Background: an optimization exercise with open tools, aiming at small area and a short achievable clock period. Do not read the settings as production practice.
No functional check of the RTL was part of this run.
No activity file was given, so power comes from the tool's default toggle rates.

==> design.v <==
module FSA(clk, rst, Multiplicand, Multiplier, Result);
  input clk, rst;
  input [11:0] Multiplicand;
  input [11:0] Multiplier;
  output reg [23:0] Result;
  wire pp1;
  wire pp2;
  wire pp3;
  wire pp4;
  wire pp5;
  wire pp6;
  wire pp7;
  wire pp8;
  wire pp9;
  wire pp10;
  wire pp11;
  wire pp12;
  wire pp13;
  wire pp14;
  wire pp15;
  wire pp16;
  wire pp17;
  wire pp18;
  wire pp19;
  wire pp20;
  wire pp21;
  wire pp22;
  wire pp23;
  wire pp24;
  wire pp25;
  wire pp26;
  wire pp27;
  wire pp28;
  wire pp29;
  wire pp30;
  wire pp31;
  wire pp32;
  wire pp33;
  wire pp34;
  wire pp35;
  wire pp36;
  wire pp37;
  wire pp38;
  wire pp39;
  wire pp40;
  wire pp41;
  wire pp42;
  wire pp43;
  wire pp44;
  wire pp45;
  wire pp46;
  wire pp47;
  wire pp48;
  wire pp49;
  wire pp50;
  wire pp51;
  wire pp52;
  wire pp53;
  wire pp54;
  wire pp55;
  wire pp56;
  wire pp57;
  wire pp58;
  wire pp59;
  wire pp60;
  wire pp61;
  wire pp62;
  wire pp63;
  wire pp64;
  wire pp65;
  wire pp66;
  wire pp67;
  wire pp68;
  wire pp69;
  wire pp70;
  wire pp71;
  wire pp72;
  wire pp73;
  wire pp74;
  wire pp75;
  wire pp76;
  wire pp77;
  wire pp78;
  wire pp79;
  wire pp80;
  wire pp81;
  wire pp82;
  wire pp83;
  wire pp84;
  wire pp85;
  wire pp86;
  wire pp87;
  wire pp88;
  wire pp89;
  wire pp90;
  wire pp91;
  wire pp92;
  wire pp93;
  wire pp94;
  wire pp95;
  wire pp96;
  wire pp97;
  wire pp98;
  wire pp99;
  wire pp100;
  wire pp101;
  wire pp102;
  wire pp103;
  wire pp104;
  wire pp105;
  wire pp106;
  wire pp107;
  wire pp108;
  wire pp109;
  wire pp110;
  wire pp111;
  wire pp112;
  wire pp113;
  wire pp114;
  wire pp115;
  wire pp116;
  wire pp117;
  wire pp118;
  wire pp119;
  wire pp120;
  wire pp121;
  wire pp122;
  wire pp123;
  wire pp124;
  wire pp125;
  wire pp126;
  wire pp127;
  wire pp128;
  wire pp129;
  wire pp130;
  wire pp131;
  wire pp132;
  wire pp133;
  wire pp134;
  wire pp135;
  wire pp136;
  wire pp137;
  wire pp138;
  wire pp139;
  wire pp140;
  wire pp141;
  wire pp142;
  wire pp143;
  wire pp144;
  wire s145;
  wire c146;
  wire s147;
  wire c148;
  wire s149;
  wire c150;
  wire s151;
  wire c152;
  wire s153;
  wire c154;
  wire s155;
  wire c156;
  wire s157;
  wire c158;
  wire s159;
  wire c160;
  wire s161;
  wire c162;
  wire s163;
  wire c164;
  wire s165;
  wire c166;
  wire s167;
  wire c168;
  wire s169;
  wire c170;
  wire s171;
  wire c172;
  wire s173;
  wire c174;
  wire s175;
  wire c176;
  wire s177;
  wire c178;
  wire s179;
  wire c180;
  wire s181;
  wire c182;
  wire s183;
  wire c184;
  wire s185;
  wire c186;
  wire s187;
  wire c188;
  wire s189;
  wire c190;
  wire s191;
  wire c192;
  wire s193;
  wire c194;
  wire s195;
  wire c196;
  wire s197;
  wire c198;
  wire s199;
  wire c200;
  wire s201;
  wire c202;
  wire s203;
  wire c204;
  wire s205;
  wire c206;
  wire s207;
  wire c208;
  wire s209;
  wire c210;
  wire s211;
  wire c212;
  wire s213;
  wire c214;
  wire s215;
  wire c216;
  wire s217;
  wire c218;
  wire s219;
  wire c220;
  wire s221;
  wire c222;
  wire s223;
  wire c224;
  wire s225;
  wire c226;
  wire s227;
  wire c228;
  wire s229;
  wire c230;
  wire s231;
  wire c232;
  wire s233;
  wire c234;
  wire s235;
  wire c236;
  wire s237;
  wire c238;
  wire s239;
  wire c240;
  wire s241;
  wire c242;
  wire s243;
  wire c244;
  wire s245;
  wire c246;
  wire s247;
  wire c248;
  wire s249;
  wire c250;
  wire s251;
  wire c252;
  wire s253;
  wire c254;
  wire s255;
  wire c256;
  wire s257;
  wire c258;
  wire s259;
  wire c260;
  wire s261;
  wire c262;
  wire s263;
  wire c264;
  wire s265;
  wire c266;
  wire s267;
  wire c268;
  wire s269;
  wire c270;
  wire s271;
  wire c272;
  wire s273;
  wire c274;
  wire s275;
  wire c276;
  wire s277;
  wire c278;
  wire s279;
  wire c280;
  wire s281;
  wire c282;
  wire s283;
  wire c284;
  wire s285;
  wire c286;
  wire s287;
  wire c288;
  wire s289;
  wire c290;
  wire s291;
  wire c292;
  wire s293;
  wire c294;
  wire s295;
  wire c296;
  wire s297;
  wire c298;
  wire s299;
  wire c300;
  wire s301;
  wire c302;
  wire s303;
  wire c304;
  wire s305;
  wire c306;
  wire s307;
  wire c308;
  wire s309;
  wire c310;
  wire s311;
  wire c312;
  wire s313;
  wire c314;
  wire s315;
  wire c316;
  wire s317;
  wire c318;
  wire s319;
  wire c320;
  wire s321;
  wire c322;
  wire s323;
  wire c324;
  wire s325;
  wire c326;
  wire s327;
  wire c328;
  wire s329;
  wire c330;
  wire s331;
  wire c332;
  wire s333;
  wire c334;
  wire s335;
  wire c336;
  wire s337;
  wire c338;
  wire s339;
  wire c340;
  wire s341;
  wire c342;
  wire s343;
  wire c344;
  wire s345;
  wire c346;
  wire s347;
  wire c348;
  wire s349;
  wire c350;
  wire s351;
  wire c352;
  wire s353;
  wire c354;
  wire s355;
  wire c356;
  wire s357;
  wire c358;
  wire s359;
  wire c360;
  wire s361;
  wire c362;
  wire s363;
  wire c364;
  wire g365;
  wire p366;
  wire g367;
  wire p368;
  wire g369;
  wire p370;
  wire g371;
  wire p372;
  wire g373;
  wire p374;
  wire g375;
  wire p376;
  wire g377;
  wire p378;
  wire g379;
  wire p380;
  wire g381;
  wire p382;
  wire g383;
  wire p384;
  wire g385;
  wire p386;
  wire g387;
  wire p388;
  wire g389;
  wire p390;
  wire g391;
  wire p392;
  wire g393;
  wire p394;
  wire g395;
  wire p396;
  wire g397;
  wire p398;
  wire g399;
  wire p400;
  wire g401;
  wire p402;
  wire g403;
  wire p404;
  wire g405;
  wire p406;
  wire g407;
  wire p408;
  wire g409;
  wire p410;
  wire G411;
  wire P412;
  wire G413;
  wire P414;
  wire G415;
  wire P416;
  wire G417;
  wire P418;
  wire G419;
  wire P420;
  wire G421;
  wire P422;
  wire G423;
  wire P424;
  wire G425;
  wire P426;
  wire G427;
  wire P428;
  wire G429;
  wire P430;
  wire G431;
  wire P432;
  wire G433;
  wire P434;
  wire G435;
  wire P436;
  wire G437;
  wire P438;
  wire G439;
  wire P440;
  wire G441;
  wire P442;
  wire G443;
  wire P444;
  wire G445;
  wire P446;
  wire G447;
  wire P448;
  wire G449;
  wire P450;
  wire G451;
  wire P452;
  wire G453;
  wire P454;
  wire G455;
  wire P456;
  wire G457;
  wire P458;
  wire G459;
  wire P460;
  wire G461;
  wire P462;
  wire G463;
  wire P464;
  wire G465;
  wire P466;
  wire G467;
  wire P468;
  wire G469;
  wire P470;
  wire G471;
  wire P472;
  wire G473;
  wire P474;
  wire G475;
  wire P476;
  wire G477;
  wire P478;
  wire G479;
  wire P480;
  wire G481;
  wire P482;
  wire G483;
  wire P484;
  wire G485;
  wire P486;
  wire G487;
  wire P488;
  wire G489;
  wire P490;
  wire G491;
  wire P492;
  wire G493;
  wire P494;
  wire G495;
  wire P496;
  wire G497;
  wire P498;
  wire G499;
  wire P500;
  wire G501;
  wire P502;
  wire G503;
  wire P504;
  wire G505;
  wire P506;
  wire fs507;
  wire fs508;
  wire fs509;
  wire fs510;
  wire fs511;
  wire fs512;
  wire fs513;
  wire fs514;
  wire fs515;
  wire fs516;
  wire fs517;
  wire fs518;
  wire fs519;
  wire fs520;
  wire fs521;
  wire fs522;
  wire fs523;
  wire fs524;
  wire fs525;
  wire fs526;
  wire fs527;
  wire fs528;
  wire fs529;
  assign pp1 = Multiplicand[0] & Multiplier[0];
  assign pp2 = Multiplicand[0] & Multiplier[1];
  assign pp3 = Multiplicand[0] & Multiplier[2];
  assign pp4 = Multiplicand[0] & Multiplier[3];
  assign pp5 = Multiplicand[0] & Multiplier[4];
  assign pp6 = Multiplicand[0] & Multiplier[5];
  assign pp7 = Multiplicand[0] & Multiplier[6];
  assign pp8 = Multiplicand[0] & Multiplier[7];
  assign pp9 = Multiplicand[0] & Multiplier[8];
  assign pp10 = Multiplicand[0] & Multiplier[9];
  assign pp11 = Multiplicand[0] & Multiplier[10];
  assign pp12 = ~(Multiplicand[0] & Multiplier[11]);
  assign pp13 = Multiplicand[1] & Multiplier[0];
  assign pp14 = Multiplicand[1] & Multiplier[1];
  assign pp15 = Multiplicand[1] & Multiplier[2];
  assign pp16 = Multiplicand[1] & Multiplier[3];
  assign pp17 = Multiplicand[1] & Multiplier[4];
  assign pp18 = Multiplicand[1] & Multiplier[5];
  assign pp19 = Multiplicand[1] & Multiplier[6];
  assign pp20 = Multiplicand[1] & Multiplier[7];
  assign pp21 = Multiplicand[1] & Multiplier[8];
  assign pp22 = Multiplicand[1] & Multiplier[9];
  assign pp23 = Multiplicand[1] & Multiplier[10];
  assign pp24 = ~(Multiplicand[1] & Multiplier[11]);
  assign pp25 = Multiplicand[2] & Multiplier[0];
  assign pp26 = Multiplicand[2] & Multiplier[1];
  assign pp27 = Multiplicand[2] & Multiplier[2];
  assign pp28 = Multiplicand[2] & Multiplier[3];
  assign pp29 = Multiplicand[2] & Multiplier[4];
  assign pp30 = Multiplicand[2] & Multiplier[5];
  assign pp31 = Multiplicand[2] & Multiplier[6];
  assign pp32 = Multiplicand[2] & Multiplier[7];
  assign pp33 = Multiplicand[2] & Multiplier[8];
  assign pp34 = Multiplicand[2] & Multiplier[9];
  assign pp35 = Multiplicand[2] & Multiplier[10];
  assign pp36 = ~(Multiplicand[2] & Multiplier[11]);
  assign pp37 = Multiplicand[3] & Multiplier[0];
  assign pp38 = Multiplicand[3] & Multiplier[1];
  assign pp39 = Multiplicand[3] & Multiplier[2];
  assign pp40 = Multiplicand[3] & Multiplier[3];
  assign pp41 = Multiplicand[3] & Multiplier[4];
  assign pp42 = Multiplicand[3] & Multiplier[5];
  assign pp43 = Multiplicand[3] & Multiplier[6];
  assign pp44 = Multiplicand[3] & Multiplier[7];
  assign pp45 = Multiplicand[3] & Multiplier[8];
  assign pp46 = Multiplicand[3] & Multiplier[9];
  assign pp47 = Multiplicand[3] & Multiplier[10];
  assign pp48 = ~(Multiplicand[3] & Multiplier[11]);
  assign pp49 = Multiplicand[4] & Multiplier[0];
  assign pp50 = Multiplicand[4] & Multiplier[1];
  assign pp51 = Multiplicand[4] & Multiplier[2];
  assign pp52 = Multiplicand[4] & Multiplier[3];
  assign pp53 = Multiplicand[4] & Multiplier[4];
  assign pp54 = Multiplicand[4] & Multiplier[5];
  assign pp55 = Multiplicand[4] & Multiplier[6];
  assign pp56 = Multiplicand[4] & Multiplier[7];
  assign pp57 = Multiplicand[4] & Multiplier[8];
  assign pp58 = Multiplicand[4] & Multiplier[9];
  assign pp59 = Multiplicand[4] & Multiplier[10];
  assign pp60 = ~(Multiplicand[4] & Multiplier[11]);
  assign pp61 = Multiplicand[5] & Multiplier[0];
  assign pp62 = Multiplicand[5] & Multiplier[1];
  assign pp63 = Multiplicand[5] & Multiplier[2];
  assign pp64 = Multiplicand[5] & Multiplier[3];
  assign pp65 = Multiplicand[5] & Multiplier[4];
  assign pp66 = Multiplicand[5] & Multiplier[5];
  assign pp67 = Multiplicand[5] & Multiplier[6];
  assign pp68 = Multiplicand[5] & Multiplier[7];
  assign pp69 = Multiplicand[5] & Multiplier[8];
  assign pp70 = Multiplicand[5] & Multiplier[9];
  assign pp71 = Multiplicand[5] & Multiplier[10];
  assign pp72 = ~(Multiplicand[5] & Multiplier[11]);
  assign pp73 = Multiplicand[6] & Multiplier[0];
  assign pp74 = Multiplicand[6] & Multiplier[1];
  assign pp75 = Multiplicand[6] & Multiplier[2];
  assign pp76 = Multiplicand[6] & Multiplier[3];
  assign pp77 = Multiplicand[6] & Multiplier[4];
  assign pp78 = Multiplicand[6] & Multiplier[5];
  assign pp79 = Multiplicand[6] & Multiplier[6];
  assign pp80 = Multiplicand[6] & Multiplier[7];
  assign pp81 = Multiplicand[6] & Multiplier[8];
  assign pp82 = Multiplicand[6] & Multiplier[9];
  assign pp83 = Multiplicand[6] & Multiplier[10];
  assign pp84 = ~(Multiplicand[6] & Multiplier[11]);
  assign pp85 = Multiplicand[7] & Multiplier[0];
  assign pp86 = Multiplicand[7] & Multiplier[1];
  assign pp87 = Multiplicand[7] & Multiplier[2];
  assign pp88 = Multiplicand[7] & Multiplier[3];
  assign pp89 = Multiplicand[7] & Multiplier[4];
  assign pp90 = Multiplicand[7] & Multiplier[5];
  assign pp91 = Multiplicand[7] & Multiplier[6];
  assign pp92 = Multiplicand[7] & Multiplier[7];
  assign pp93 = Multiplicand[7] & Multiplier[8];
  assign pp94 = Multiplicand[7] & Multiplier[9];
  assign pp95 = Multiplicand[7] & Multiplier[10];
  assign pp96 = ~(Multiplicand[7] & Multiplier[11]);
  assign pp97 = Multiplicand[8] & Multiplier[0];
  assign pp98 = Multiplicand[8] & Multiplier[1];
  assign pp99 = Multiplicand[8] & Multiplier[2];
  assign pp100 = Multiplicand[8] & Multiplier[3];
  assign pp101 = Multiplicand[8] & Multiplier[4];
  assign pp102 = Multiplicand[8] & Multiplier[5];
  assign pp103 = Multiplicand[8] & Multiplier[6];
  assign pp104 = Multiplicand[8] & Multiplier[7];
  assign pp105 = Multiplicand[8] & Multiplier[8];
  assign pp106 = Multiplicand[8] & Multiplier[9];
  assign pp107 = Multiplicand[8] & Multiplier[10];
  assign pp108 = ~(Multiplicand[8] & Multiplier[11]);
  assign pp109 = Multiplicand[9] & Multiplier[0];
  assign pp110 = Multiplicand[9] & Multiplier[1];
  assign pp111 = Multiplicand[9] & Multiplier[2];
  assign pp112 = Multiplicand[9] & Multiplier[3];
  assign pp113 = Multiplicand[9] & Multiplier[4];
  assign pp114 = Multiplicand[9] & Multiplier[5];
  assign pp115 = Multiplicand[9] & Multiplier[6];
  assign pp116 = Multiplicand[9] & Multiplier[7];
  assign pp117 = Multiplicand[9] & Multiplier[8];
  assign pp118 = Multiplicand[9] & Multiplier[9];
  assign pp119 = Multiplicand[9] & Multiplier[10];
  assign pp120 = ~(Multiplicand[9] & Multiplier[11]);
  assign pp121 = Multiplicand[10] & Multiplier[0];
  assign pp122 = Multiplicand[10] & Multiplier[1];
  assign pp123 = Multiplicand[10] & Multiplier[2];
  assign pp124 = Multiplicand[10] & Multiplier[3];
  assign pp125 = Multiplicand[10] & Multiplier[4];
  assign pp126 = Multiplicand[10] & Multiplier[5];
  assign pp127 = Multiplicand[10] & Multiplier[6];
  assign pp128 = Multiplicand[10] & Multiplier[7];
  assign pp129 = Multiplicand[10] & Multiplier[8];
  assign pp130 = Multiplicand[10] & Multiplier[9];
  assign pp131 = Multiplicand[10] & Multiplier[10];
  assign pp132 = ~(Multiplicand[10] & Multiplier[11]);
  assign pp133 = ~(Multiplicand[11] & Multiplier[0]);
  assign pp134 = ~(Multiplicand[11] & Multiplier[1]);
  assign pp135 = ~(Multiplicand[11] & Multiplier[2]);
  assign pp136 = ~(Multiplicand[11] & Multiplier[3]);
  assign pp137 = ~(Multiplicand[11] & Multiplier[4]);
  assign pp138 = ~(Multiplicand[11] & Multiplier[5]);
  assign pp139 = ~(Multiplicand[11] & Multiplier[6]);
  assign pp140 = ~(Multiplicand[11] & Multiplier[7]);
  assign pp141 = ~(Multiplicand[11] & Multiplier[8]);
  assign pp142 = ~(Multiplicand[11] & Multiplier[9]);
  assign pp143 = ~(Multiplicand[11] & Multiplier[10]);
  assign pp144 = Multiplicand[11] & Multiplier[11];
  assign s145 = pp3 ^ pp14;
  assign c146 = pp3 & pp14;
  assign s147 = pp4 ^ pp15 ^ pp26;
  assign c148 = (pp4 & pp15) | (pp4 & pp26) | (pp15 & pp26);
  assign s149 = pp37 ^ c146;
  assign c150 = pp37 & c146;
  assign s151 = pp5 ^ pp16 ^ pp27;
  assign c152 = (pp5 & pp16) | (pp5 & pp27) | (pp16 & pp27);
  assign s153 = pp38 ^ pp49 ^ c148;
  assign c154 = (pp38 & pp49) | (pp38 & c148) | (pp49 & c148);
  assign s155 = c150 ^ s151;
  assign c156 = c150 & s151;
  assign s157 = pp6 ^ pp17 ^ pp28;
  assign c158 = (pp6 & pp17) | (pp6 & pp28) | (pp17 & pp28);
  assign s159 = pp39 ^ pp50 ^ pp61;
  assign c160 = (pp39 & pp50) | (pp39 & pp61) | (pp50 & pp61);
  assign s161 = c152 ^ s157 ^ s159;
  assign c162 = (c152 & s157) | (c152 & s159) | (s157 & s159);
  assign s163 = c156 ^ c154;
  assign c164 = c156 & c154;
  assign s165 = pp7 ^ pp18 ^ pp29;
  assign c166 = (pp7 & pp18) | (pp7 & pp29) | (pp18 & pp29);
  assign s167 = pp40 ^ pp51 ^ pp62;
  assign c168 = (pp40 & pp51) | (pp40 & pp62) | (pp51 & pp62);
  assign s169 = pp73 ^ c158 ^ c160;
  assign c170 = (pp73 & c158) | (pp73 & c160) | (c158 & c160);
  assign s171 = s165 ^ s167 ^ c162;
  assign c172 = (s165 & s167) | (s165 & c162) | (s167 & c162);
  assign s173 = s169 ^ c164;
  assign c174 = s169 & c164;
  assign s175 = pp8 ^ pp19 ^ pp30;
  assign c176 = (pp8 & pp19) | (pp8 & pp30) | (pp19 & pp30);
  assign s177 = pp41 ^ pp52 ^ pp63;
  assign c178 = (pp41 & pp52) | (pp41 & pp63) | (pp52 & pp63);
  assign s179 = pp74 ^ pp85 ^ c166;
  assign c180 = (pp74 & pp85) | (pp74 & c166) | (pp85 & c166);
  assign s181 = c168 ^ s175 ^ s177;
  assign c182 = (c168 & s175) | (c168 & s177) | (s175 & s177);
  assign s183 = c170 ^ s179 ^ s181;
  assign c184 = (c170 & s179) | (c170 & s181) | (s179 & s181);
  assign s185 = c172 ^ c174;
  assign c186 = c172 & c174;
  assign s187 = pp9 ^ pp20 ^ pp31;
  assign c188 = (pp9 & pp20) | (pp9 & pp31) | (pp20 & pp31);
  assign s189 = pp42 ^ pp53 ^ pp64;
  assign c190 = (pp42 & pp53) | (pp42 & pp64) | (pp53 & pp64);
  assign s191 = pp75 ^ pp86 ^ pp97;
  assign c192 = (pp75 & pp86) | (pp75 & pp97) | (pp86 & pp97);
  assign s193 = c176 ^ c178 ^ s187;
  assign c194 = (c176 & c178) | (c176 & s187) | (c178 & s187);
  assign s195 = s189 ^ s191 ^ c180;
  assign c196 = (s189 & s191) | (s189 & c180) | (s191 & c180);
  assign s197 = c182 ^ s193 ^ s195;
  assign c198 = (c182 & s193) | (c182 & s195) | (s193 & s195);
  assign s199 = c184 ^ c186;
  assign c200 = c184 & c186;
  assign s201 = pp10 ^ pp21 ^ pp32;
  assign c202 = (pp10 & pp21) | (pp10 & pp32) | (pp21 & pp32);
  assign s203 = pp43 ^ pp54 ^ pp65;
  assign c204 = (pp43 & pp54) | (pp43 & pp65) | (pp54 & pp65);
  assign s205 = pp76 ^ pp87 ^ pp98;
  assign c206 = (pp76 & pp87) | (pp76 & pp98) | (pp87 & pp98);
  assign s207 = pp109 ^ c188 ^ c190;
  assign c208 = (pp109 & c188) | (pp109 & c190) | (c188 & c190);
  assign s209 = c192 ^ s201 ^ s203;
  assign c210 = (c192 & s201) | (c192 & s203) | (s201 & s203);
  assign s211 = s205 ^ c194 ^ s207;
  assign c212 = (s205 & c194) | (s205 & s207) | (c194 & s207);
  assign s213 = s209 ^ c196 ^ s211;
  assign c214 = (s209 & c196) | (s209 & s211) | (c196 & s211);
  assign s215 = c198 ^ c200;
  assign c216 = c198 & c200;
  assign s217 = pp11 ^ pp22 ^ pp33;
  assign c218 = (pp11 & pp22) | (pp11 & pp33) | (pp22 & pp33);
  assign s219 = pp44 ^ pp55 ^ pp66;
  assign c220 = (pp44 & pp55) | (pp44 & pp66) | (pp55 & pp66);
  assign s221 = pp77 ^ pp88 ^ pp99;
  assign c222 = (pp77 & pp88) | (pp77 & pp99) | (pp88 & pp99);
  assign s223 = pp110 ^ pp121 ^ c202;
  assign c224 = (pp110 & pp121) | (pp110 & c202) | (pp121 & c202);
  assign s225 = c204 ^ c206 ^ s217;
  assign c226 = (c204 & c206) | (c204 & s217) | (c206 & s217);
  assign s227 = s219 ^ s221 ^ c208;
  assign c228 = (s219 & s221) | (s219 & c208) | (s221 & c208);
  assign s229 = c210 ^ s223 ^ s225;
  assign c230 = (c210 & s223) | (c210 & s225) | (s223 & s225);
  assign s231 = c212 ^ s227 ^ s229;
  assign c232 = (c212 & s227) | (c212 & s229) | (s227 & s229);
  assign s233 = c214 ^ s231;
  assign c234 = c214 & s231;
  assign s235 = pp12 ^ pp23 ^ pp34;
  assign c236 = (pp12 & pp23) | (pp12 & pp34) | (pp23 & pp34);
  assign s237 = pp45 ^ pp56 ^ pp67;
  assign c238 = (pp45 & pp56) | (pp45 & pp67) | (pp56 & pp67);
  assign s239 = pp78 ^ pp89 ^ pp100;
  assign c240 = (pp78 & pp89) | (pp78 & pp100) | (pp89 & pp100);
  assign s241 = pp111 ^ pp122 ^ pp133;
  assign c242 = (pp111 & pp122) | (pp111 & pp133) | (pp122 & pp133);
  assign s243 = c218 ^ c220 ^ c222;
  assign c244 = (c218 & c220) | (c218 & c222) | (c220 & c222);
  assign s245 = s235 ^ s237 ^ s239;
  assign c246 = (s235 & s237) | (s235 & s239) | (s237 & s239);
  assign s247 = s241 ^ c224 ^ c226;
  assign c248 = (s241 & c224) | (s241 & c226) | (c224 & c226);
  assign s249 = s243 ^ s245 ^ c228;
  assign c250 = (s243 & s245) | (s243 & c228) | (s245 & c228);
  assign s251 = c230 ^ s247 ^ s249;
  assign c252 = (c230 & s247) | (c230 & s249) | (s247 & s249);
  assign s253 = c232 ^ c234;
  assign c254 = c232 & c234;
  assign s255 = 1'b1 ^ pp24 ^ pp35;
  assign c256 = (1'b1 & pp24) | (1'b1 & pp35) | (pp24 & pp35);
  assign s257 = pp46 ^ pp57 ^ pp68;
  assign c258 = (pp46 & pp57) | (pp46 & pp68) | (pp57 & pp68);
  assign s259 = pp79 ^ pp90 ^ pp101;
  assign c260 = (pp79 & pp90) | (pp79 & pp101) | (pp90 & pp101);
  assign s261 = pp112 ^ pp123 ^ pp134;
  assign c262 = (pp112 & pp123) | (pp112 & pp134) | (pp123 & pp134);
  assign s263 = c236 ^ c238 ^ c240;
  assign c264 = (c236 & c238) | (c236 & c240) | (c238 & c240);
  assign s265 = c242 ^ s255 ^ s257;
  assign c266 = (c242 & s255) | (c242 & s257) | (s255 & s257);
  assign s267 = s259 ^ s261 ^ c244;
  assign c268 = (s259 & s261) | (s259 & c244) | (s261 & c244);
  assign s269 = c246 ^ s263 ^ s265;
  assign c270 = (c246 & s263) | (c246 & s265) | (s263 & s265);
  assign s271 = c248 ^ s267 ^ s269;
  assign c272 = (c248 & s267) | (c248 & s269) | (s267 & s269);
  assign s273 = c250 ^ s271 ^ c252;
  assign c274 = (c250 & s271) | (c250 & c252) | (s271 & c252);
  assign s275 = pp36 ^ pp47 ^ pp58;
  assign c276 = (pp36 & pp47) | (pp36 & pp58) | (pp47 & pp58);
  assign s277 = pp69 ^ pp80 ^ pp91;
  assign c278 = (pp69 & pp80) | (pp69 & pp91) | (pp80 & pp91);
  assign s279 = pp102 ^ pp113 ^ pp124;
  assign c280 = (pp102 & pp113) | (pp102 & pp124) | (pp113 & pp124);
  assign s281 = pp135 ^ c256 ^ c258;
  assign c282 = (pp135 & c256) | (pp135 & c258) | (c256 & c258);
  assign s283 = c260 ^ c262 ^ s275;
  assign c284 = (c260 & c262) | (c260 & s275) | (c262 & s275);
  assign s285 = s277 ^ s279 ^ c264;
  assign c286 = (s277 & s279) | (s277 & c264) | (s279 & c264);
  assign s287 = c266 ^ s281 ^ s283;
  assign c288 = (c266 & s281) | (c266 & s283) | (s281 & s283);
  assign s289 = c268 ^ s285 ^ c270;
  assign c290 = (c268 & s285) | (c268 & c270) | (s285 & c270);
  assign s291 = s287 ^ c272 ^ s289;
  assign c292 = (s287 & c272) | (s287 & s289) | (c272 & s289);
  assign s293 = pp48 ^ pp59 ^ pp70;
  assign c294 = (pp48 & pp59) | (pp48 & pp70) | (pp59 & pp70);
  assign s295 = pp81 ^ pp92 ^ pp103;
  assign c296 = (pp81 & pp92) | (pp81 & pp103) | (pp92 & pp103);
  assign s297 = pp114 ^ pp125 ^ pp136;
  assign c298 = (pp114 & pp125) | (pp114 & pp136) | (pp125 & pp136);
  assign s299 = c276 ^ c278 ^ c280;
  assign c300 = (c276 & c278) | (c276 & c280) | (c278 & c280);
  assign s301 = s293 ^ s295 ^ s297;
  assign c302 = (s293 & s295) | (s293 & s297) | (s295 & s297);
  assign s303 = c282 ^ c284 ^ s299;
  assign c304 = (c282 & c284) | (c282 & s299) | (c284 & s299);
  assign s305 = s301 ^ c286 ^ c288;
  assign c306 = (s301 & c286) | (s301 & c288) | (c286 & c288);
  assign s307 = s303 ^ c290 ^ s305;
  assign c308 = (s303 & c290) | (s303 & s305) | (c290 & s305);
  assign s309 = pp60 ^ pp71 ^ pp82;
  assign c310 = (pp60 & pp71) | (pp60 & pp82) | (pp71 & pp82);
  assign s311 = pp93 ^ pp104 ^ pp115;
  assign c312 = (pp93 & pp104) | (pp93 & pp115) | (pp104 & pp115);
  assign s313 = pp126 ^ pp137 ^ c294;
  assign c314 = (pp126 & pp137) | (pp126 & c294) | (pp137 & c294);
  assign s315 = c296 ^ c298 ^ s309;
  assign c316 = (c296 & c298) | (c296 & s309) | (c298 & s309);
  assign s317 = s311 ^ c300 ^ c302;
  assign c318 = (s311 & c300) | (s311 & c302) | (c300 & c302);
  assign s319 = s313 ^ s315 ^ c304;
  assign c320 = (s313 & s315) | (s313 & c304) | (s315 & c304);
  assign s321 = s317 ^ c306 ^ s319;
  assign c322 = (s317 & c306) | (s317 & s319) | (c306 & s319);
  assign s323 = pp72 ^ pp83 ^ pp94;
  assign c324 = (pp72 & pp83) | (pp72 & pp94) | (pp83 & pp94);
  assign s325 = pp105 ^ pp116 ^ pp127;
  assign c326 = (pp105 & pp116) | (pp105 & pp127) | (pp116 & pp127);
  assign s327 = pp138 ^ c310 ^ c312;
  assign c328 = (pp138 & c310) | (pp138 & c312) | (c310 & c312);
  assign s329 = s323 ^ s325 ^ c314;
  assign c330 = (s323 & s325) | (s323 & c314) | (s325 & c314);
  assign s331 = c316 ^ s327 ^ c318;
  assign c332 = (c316 & s327) | (c316 & c318) | (s327 & c318);
  assign s333 = s329 ^ c320 ^ s331;
  assign c334 = (s329 & c320) | (s329 & s331) | (c320 & s331);
  assign s335 = pp84 ^ pp95 ^ pp106;
  assign c336 = (pp84 & pp95) | (pp84 & pp106) | (pp95 & pp106);
  assign s337 = pp117 ^ pp128 ^ pp139;
  assign c338 = (pp117 & pp128) | (pp117 & pp139) | (pp128 & pp139);
  assign s339 = c324 ^ c326 ^ s335;
  assign c340 = (c324 & c326) | (c324 & s335) | (c326 & s335);
  assign s341 = s337 ^ c328 ^ s339;
  assign c342 = (s337 & c328) | (s337 & s339) | (c328 & s339);
  assign s343 = c330 ^ s341 ^ c332;
  assign c344 = (c330 & s341) | (c330 & c332) | (s341 & c332);
  assign s345 = pp96 ^ pp107 ^ pp118;
  assign c346 = (pp96 & pp107) | (pp96 & pp118) | (pp107 & pp118);
  assign s347 = pp129 ^ pp140 ^ c336;
  assign c348 = (pp129 & pp140) | (pp129 & c336) | (pp140 & c336);
  assign s349 = c338 ^ s345 ^ c340;
  assign c350 = (c338 & s345) | (c338 & c340) | (s345 & c340);
  assign s351 = s347 ^ c342 ^ s349;
  assign c352 = (s347 & c342) | (s347 & s349) | (c342 & s349);
  assign s353 = pp108 ^ pp119 ^ pp130;
  assign c354 = (pp108 & pp119) | (pp108 & pp130) | (pp119 & pp130);
  assign s355 = pp141 ^ c346 ^ s353;
  assign c356 = (pp141 & c346) | (pp141 & s353) | (c346 & s353);
  assign s357 = c348 ^ s355 ^ c350;
  assign c358 = (c348 & s355) | (c348 & c350) | (s355 & c350);
  assign s359 = pp120 ^ pp131 ^ pp142;
  assign c360 = (pp120 & pp131) | (pp120 & pp142) | (pp131 & pp142);
  assign s361 = c354 ^ s359 ^ c356;
  assign c362 = (c354 & s359) | (c354 & c356) | (s359 & c356);
  assign s363 = pp132 ^ pp143 ^ c360;
  assign c364 = (pp132 & pp143) | (pp132 & c360) | (pp143 & c360);
  assign g365 = pp2 & pp13;
  assign p366 = pp2 ^ pp13;
  assign g367 = pp25 & s145;
  assign p368 = pp25 ^ s145;
  assign g369 = s147 & s149;
  assign p370 = s147 ^ s149;
  assign g371 = s155 & s153;
  assign p372 = s155 ^ s153;
  assign g373 = s161 & s163;
  assign p374 = s161 ^ s163;
  assign g375 = s171 & s173;
  assign p376 = s171 ^ s173;
  assign g377 = s183 & s185;
  assign p378 = s183 ^ s185;
  assign g379 = s197 & s199;
  assign p380 = s197 ^ s199;
  assign g381 = s213 & s215;
  assign p382 = s213 ^ s215;
  assign g383 = c216 & s233;
  assign p384 = c216 ^ s233;
  assign g385 = s251 & s253;
  assign p386 = s251 ^ s253;
  assign g387 = c254 & s273;
  assign p388 = c254 ^ s273;
  assign g389 = s291 & c274;
  assign p390 = s291 ^ c274;
  assign g391 = c292 & s307;
  assign p392 = c292 ^ s307;
  assign g393 = s321 & c308;
  assign p394 = s321 ^ c308;
  assign g395 = c322 & s333;
  assign p396 = c322 ^ s333;
  assign g397 = c334 & s343;
  assign p398 = c334 ^ s343;
  assign g399 = s351 & c344;
  assign p400 = s351 ^ c344;
  assign g401 = c352 & s357;
  assign p402 = c352 ^ s357;
  assign g403 = s361 & c358;
  assign p404 = s361 ^ c358;
  assign g405 = s363 & c362;
  assign p406 = s363 ^ c362;
  assign g407 = pp144 & c364;
  assign p408 = pp144 ^ c364;
  assign g409 = 1'b1 & 1'b0;
  assign p410 = 1'b1 ^ 1'b0;
  assign G411 = g367 | (p368 & g365);
  assign P412 = p368 & p366;
  assign G413 = g371 | (p372 & g369);
  assign P414 = p372 & p370;
  assign G415 = g375 | (p376 & g373);
  assign P416 = p376 & p374;
  assign G417 = g379 | (p380 & g377);
  assign P418 = p380 & p378;
  assign G419 = g383 | (p384 & g381);
  assign P420 = p384 & p382;
  assign G421 = g387 | (p388 & g385);
  assign P422 = p388 & p386;
  assign G423 = g391 | (p392 & g389);
  assign P424 = p392 & p390;
  assign G425 = g395 | (p396 & g393);
  assign P426 = p396 & p394;
  assign G427 = g399 | (p400 & g397);
  assign P428 = p400 & p398;
  assign G429 = g403 | (p404 & g401);
  assign P430 = p404 & p402;
  assign G431 = g407 | (p408 & g405);
  assign P432 = p408 & p406;
  assign G433 = g369 | (p370 & G411);
  assign P434 = p370 & P412;
  assign G435 = G413 | (P414 & G411);
  assign P436 = P414 & P412;
  assign G437 = g377 | (p378 & G415);
  assign P438 = p378 & P416;
  assign G439 = G417 | (P418 & G415);
  assign P440 = P418 & P416;
  assign G441 = g385 | (p386 & G419);
  assign P442 = p386 & P420;
  assign G443 = G421 | (P422 & G419);
  assign P444 = P422 & P420;
  assign G445 = g393 | (p394 & G423);
  assign P446 = p394 & P424;
  assign G447 = G425 | (P426 & G423);
  assign P448 = P426 & P424;
  assign G449 = g401 | (p402 & G427);
  assign P450 = p402 & P428;
  assign G451 = G429 | (P430 & G427);
  assign P452 = P430 & P428;
  assign G453 = g409 | (p410 & G431);
  assign P454 = p410 & P432;
  assign G455 = g373 | (p374 & G435);
  assign P456 = p374 & P436;
  assign G457 = G415 | (P416 & G435);
  assign P458 = P416 & P436;
  assign G459 = G437 | (P438 & G435);
  assign P460 = P438 & P436;
  assign G461 = G439 | (P440 & G435);
  assign P462 = P440 & P436;
  assign G463 = g389 | (p390 & G443);
  assign P464 = p390 & P444;
  assign G465 = G423 | (P424 & G443);
  assign P466 = P424 & P444;
  assign G467 = G445 | (P446 & G443);
  assign P468 = P446 & P444;
  assign G469 = G447 | (P448 & G443);
  assign P470 = P448 & P444;
  assign G471 = g405 | (p406 & G451);
  assign P472 = p406 & P452;
  assign G473 = G431 | (P432 & G451);
  assign P474 = P432 & P452;
  assign G475 = G453 | (P454 & G451);
  assign P476 = P454 & P452;
  assign G477 = g381 | (p382 & G461);
  assign P478 = p382 & P462;
  assign G479 = G419 | (P420 & G461);
  assign P480 = P420 & P462;
  assign G481 = G441 | (P442 & G461);
  assign P482 = P442 & P462;
  assign G483 = G443 | (P444 & G461);
  assign P484 = P444 & P462;
  assign G485 = G463 | (P464 & G461);
  assign P486 = P464 & P462;
  assign G487 = G465 | (P466 & G461);
  assign P488 = P466 & P462;
  assign G489 = G467 | (P468 & G461);
  assign P490 = P468 & P462;
  assign G491 = G469 | (P470 & G461);
  assign P492 = P470 & P462;
  assign G493 = g397 | (p398 & G491);
  assign P494 = p398 & P492;
  assign G495 = G427 | (P428 & G491);
  assign P496 = P428 & P492;
  assign G497 = G449 | (P450 & G491);
  assign P498 = P450 & P492;
  assign G499 = G451 | (P452 & G491);
  assign P500 = P452 & P492;
  assign G501 = G471 | (P472 & G491);
  assign P502 = P472 & P492;
  assign G503 = G473 | (P474 & G491);
  assign P504 = P474 & P492;
  assign G505 = G475 | (P476 & G491);
  assign P506 = P476 & P492;
  assign fs507 = p366;
  assign fs508 = p368 ^ g365;
  assign fs509 = p370 ^ G411;
  assign fs510 = p372 ^ G433;
  assign fs511 = p374 ^ G435;
  assign fs512 = p376 ^ G455;
  assign fs513 = p378 ^ G457;
  assign fs514 = p380 ^ G459;
  assign fs515 = p382 ^ G461;
  assign fs516 = p384 ^ G477;
  assign fs517 = p386 ^ G479;
  assign fs518 = p388 ^ G481;
  assign fs519 = p390 ^ G483;
  assign fs520 = p392 ^ G485;
  assign fs521 = p394 ^ G487;
  assign fs522 = p396 ^ G489;
  assign fs523 = p398 ^ G491;
  assign fs524 = p400 ^ G493;
  assign fs525 = p402 ^ G495;
  assign fs526 = p404 ^ G497;
  assign fs527 = p406 ^ G499;
  assign fs528 = p408 ^ G501;
  assign fs529 = p410 ^ G503;
  wire [23:0] prod = {fs529, fs528, fs527, fs526, fs525, fs524, fs523, fs522, fs521, fs520, fs519, fs518, fs517, fs516, fs515, fs514, fs513, fs512, fs511, fs510, fs509, fs508, fs507, pp1};
  always @(posedge clk) begin
    if (rst)
      Result <= 24'd0;
    else
      Result <= prod;
  end
endmodule
==> run.sh <==
#!/bin/bash
# synth_recipe.tcl (not shown) runs the flow's synth.tcl, then flattens the netlist and writes it again
# the make line also repeats each setting of config.mk as NAME=value (left out here)
make -C /OpenROAD-flow-scripts/flow DESIGN_CONFIG=/design/flow/config.mk WORK_HOME=/design/flow/orfs CLKGATE_MAP_FILE= SYNTH_SCRIPT=/design/flow/synth_recipe.tcl finish
==> config.mk <==
export PLATFORM = sky130hd
export DESIGN_NAME = FSA
export DESIGN_NICKNAME = FSA
export VERILOG_FILES = /design/flow/design.v
export SDC_FILE = /design/flow/constraint.sdc
export NUM_CORES = 4
export LEC_CHECK = 0
export CAP_MARGIN = 20
export CORE_MARGIN = 2
export CORE_UTILIZATION = 40
export SLEW_MARGIN = 20
==> constraint.sdc <==
create_clock -name core_clock -period 10.0 [get_ports {clk}]
set_input_delay 2.0000 -clock core_clock [delete_from_list [all_inputs] [get_ports {clk}]]
set_output_delay 2.0000 -clock core_clock [all_outputs]
set_load 0.01 [all_outputs]
==> impl_metrics.json <==
{
  "outcome": "no timing/DRC/antenna violations",
  "cts.path.max_buffers": 2,
  "cpMostUsedCell": "fa_1",
  "crit_slowest_cell": "clkdlybuf4s50_1",
  "seqPwrFrac_pct": 10.1,
  "drc": 0,
  "post_cts_buffers": 0,
  "area_delta_synth_final_pct": 13.4,
  "use_met1_pct": 23.2,
  "whs_ns": 2.54,
  "finalHoldViolations": 0,
  "fill_cells": 1190,
  "fmax_mhz": 134,
  "cts_buffers": 3,
  "reg_top3": "Result x24",
  "synthAdderAreaFrac_pct": 49.3,
  "synth_seq_cells": 24,
  "min_period_ns": 7.47,
  "required_ns": 10.13,
  "largest_reg_flops": 24,
  "portBuffers": 49,
  "diodes": 0,
  "async_reset_ff_share_pct": 0,
  "die_width_um": 116,
  "overflow": 0,
  "critPathLaunchType": "primary input",
  "grt_pass1_vias": 4206,
  "gp_congestion": 0.844,
  "cts_tree": "built",
  "setup_tns_ns": 0,
  "hp-class": "primary input to register",
  "synth-edff-count": 0,
  "core-area_um2": 12200,
  "internal-power_uw": 754,
  "synth_top_area_cell": "fa_1",
  "yosysSeqAreaShare_pct": 9.55,
  "yosys.area_share.simple_pct": 22.1,
  "grt_start_max_net_pins": 35,
  "path_class": "primary input to register",
  "wl_per_cell_um": 15.0,
  "slew_headroom_pct": 63.2,
  "layout_commonest_cell": "inv_1",
  "antenna_found_initial": 0,
  "grt_busiest_layer": "met2",
  "ir_drop_uv": 204,
  "initial_utilization_pct": 41.4,
  "synth_area_um2": 5030,
  "final_layout_size_suffix_gt1_share_pct": 2.25,
  "endpoint_kind": "register",
  "setup_viol": 0,
  "max-cap-violations": 0,
  "synth_top_family_by_area": "adder cells",
  "synth_compound_area_share_pct": 6.46,
  "grt_pass1_wl_um": 19900,
  "dr.pass1.iters": 4,
  "p_per_area_nw_per_um2": 253,
  "synth.distinct_cells": 45,
  "met3_usage_pct": 2.08,
  "leakage_nw": 2.70,
  "synth_fp_nets": 717,
  "final_cell_mix": "106 x inv_1, 104 x fa_1, 91 x and2_1",
  "die_area_um2": 13500,
  "regArea_um2": 480,
  "post-route-period-util_pct": 74.7,
  "fin_area_um2": 5710,
  "hpwl_um": 9030,
  "vias_per_cell": 5.01,
  "post_cts_resized": 0,
  "grt_usage_pct": 19.0,
  "worstPathMaxFanout": 12,
  "muxShareOfSynthArea_pct": 1.34,
  "yosys.area.top_type_share_pct": 41.4,
  "p_sw_share_pct": 47.8,
  "hold_buffers": 0,
  "rsz0062_at_grt": "no",
  "drtIter0Drc": 190,
  "nets": 742,
  "synth_xor_area_share_pct": 0.870,
  "slowest_delay_ns": 0.66,
  "comb_power_share_pct": 83.6,
  "boundaryPins": 50,
  "cp_cell_sequence": "clkdlybuf4s50_1 -> and2_1 -> fa_1 -> inv_1 -> fa_1 -> inv_1 -> fa_1 -> fa_1 -> inv_1 -> fa_1 -> inv_1 -> ha_1 -> a21oi_4 -> o211ai_2 -> or2_1 -> o21ai_0 -> nand2b_1 -> fa_1 -> xnor2_1 -> nor2_1",
  "rows": 40,
  "switchingPower_uw": 691,
  "ys.flop_type": "dfxtp_1",
  "syn_avg_cell_area_um2": 9.07,
  "cts_sinks": 24,
  "top_register": "Result",
  "synth.area.top_cells": "fa_1 41%, and2_1 11%, dfxtp_1 9.5%, ha_1 8.0%, inv_1 7.9%",
  "final_antenna_net_count": 0,
  "place_area_um2": 5620,
  "clockRootBuffer": "clkbuf_16",
  "h-tree-depth": 1,
  "worst_pin_slew_ns": 0.550,
  "path_clk_slew_ns": 0.06,
  "crit_family": "adder cells",
  "maxSlewViolCount": 0,
  "p_clk_share_pct": 6.3,
  "syn-instance-count": 555,
  "die_y_um": 116,
  "via_count": 3746,
  "arrival_ns": 7.61,
  "yosys_warnings": 1,
  "cp_num_buf_inv": 5,
  "use_met2_pct": 35.3,
  "routed_wl_um": 11200,
  "multiInputGateArea_um2": 4030
}
power by group through the flow:
stage / registers, mW / logic (mW) / clock network [mW]
after floorplan: 0.166 / 0.936 / 0
after global placement: 0.149 / 1.20 / 0
after detailed placement: 0.149 / 1.22 / 0
after CTS: 0.147 / 1.23 / 0.0949
after global routing: 0.149 / 1.41 / 0.0993
final: 0.146 / 1.21 / 0.0916
synthesized netlist by cell type, types with 2 or more instances:
cell type,n
clkbuf_1,27
o21a_1,2
nor3_1,7
a21oi_1,7
mux2_1,6
dfxtp_1,24
nand4_1,2
inv_1,106
nand3_1,5
o21bai_1,3
o21ai_1,2
o2111ai_1,2
nand2b_1,4
nor2_1,19
nor2b_1,12
nand2_1,58
fa_1,104
o211ai_1,3
o211ai_2,2
a21o_1,7
xnor2_1,5
a211oi_1,2
ha_1,32
and2_1,91
nor3b_1,3
metal layers:
metal,wire [µm],up-vias
met4,342,0
met2,5890,102
met3,471,25
li1,-,1710
met1,4470,1909
met5,0,-
metrics by stage:
stage / power (mW) / std cells / util (%) / setup slack, ns
4_1_cts: 1.47 / 747 / 46.9 / 2.51
3_3_place_gp: 1.35 / 743 / 46.2 / 2.31
2_1_floorplan: 1.10 / 555 / - / 3.10
3_5_place_dp: 1.37 / 743 / 46.2 / 2.24
5_1_grt: 1.66 / 747 / 46.9 / 2.14
6_report: 1.45 / 747 / 46.9 / 2.53
worst paths after layout:
check	start	end	depth (start not counted)
worst max-delay path	Multiplier[7]	Result[18]	20
worst min-delay path	rst	Result[6]	3
final cells by class:
cell class                      count  area share (%)
Multi-Input combinational cell    395            70.6
Timing Repair Buffer               50            8.72
Sequential cell                    24            8.42
Clock buffer                        4            1.56
Inverter                          106            6.97
Tap cell                          168            3.68
cells by family (layout without fill, tap and decap cells):
| logic type | count (synthesis) | after routing |
|---|---|---|
| compound gates | 40 | 40 |
| mux | 6 | 6 |
| fa+ha+maj | 136 | 136 |
| flops | 24 | 24 |
| buf+inv | 136 | 160 |
| xor+xnor | 5 | 5 |
| simple gates | 208 | 208 |
tightest hold or removal path, delay by kind of cell:
family        cells  cell delay (ns)
simple gates      1             0.12
buf+inv           2             0.64

afterwards: timing with drivers on the ports:
The results above use ideal ports. As a check the final layout listed here was re-extracted and re-timed, cells and wires unchanged.
Step 1 sets driving cells, clkbuf_16 on the clock port and buf_2 on the other inputs (assumed; they add their load-dependent delay and slew).
Step 2 also shifts input and output timing later by t, the mid clock arrival at the registers, as if the neighbouring blocks saw the same clock.
a / b / c = ideal ports / drivers / drivers and shift; a / b = the first two.
shift t [ns]: 0.282
setup slack, ns: 2.527 / 2.538 / 2.255
clock arrival spread, ns: 0.001 / 0.001
After both steps setup and hold are still met in this run. The setup slack of this run moves by +0.011 ns with the drivers and by -0.272 ns with both steps.
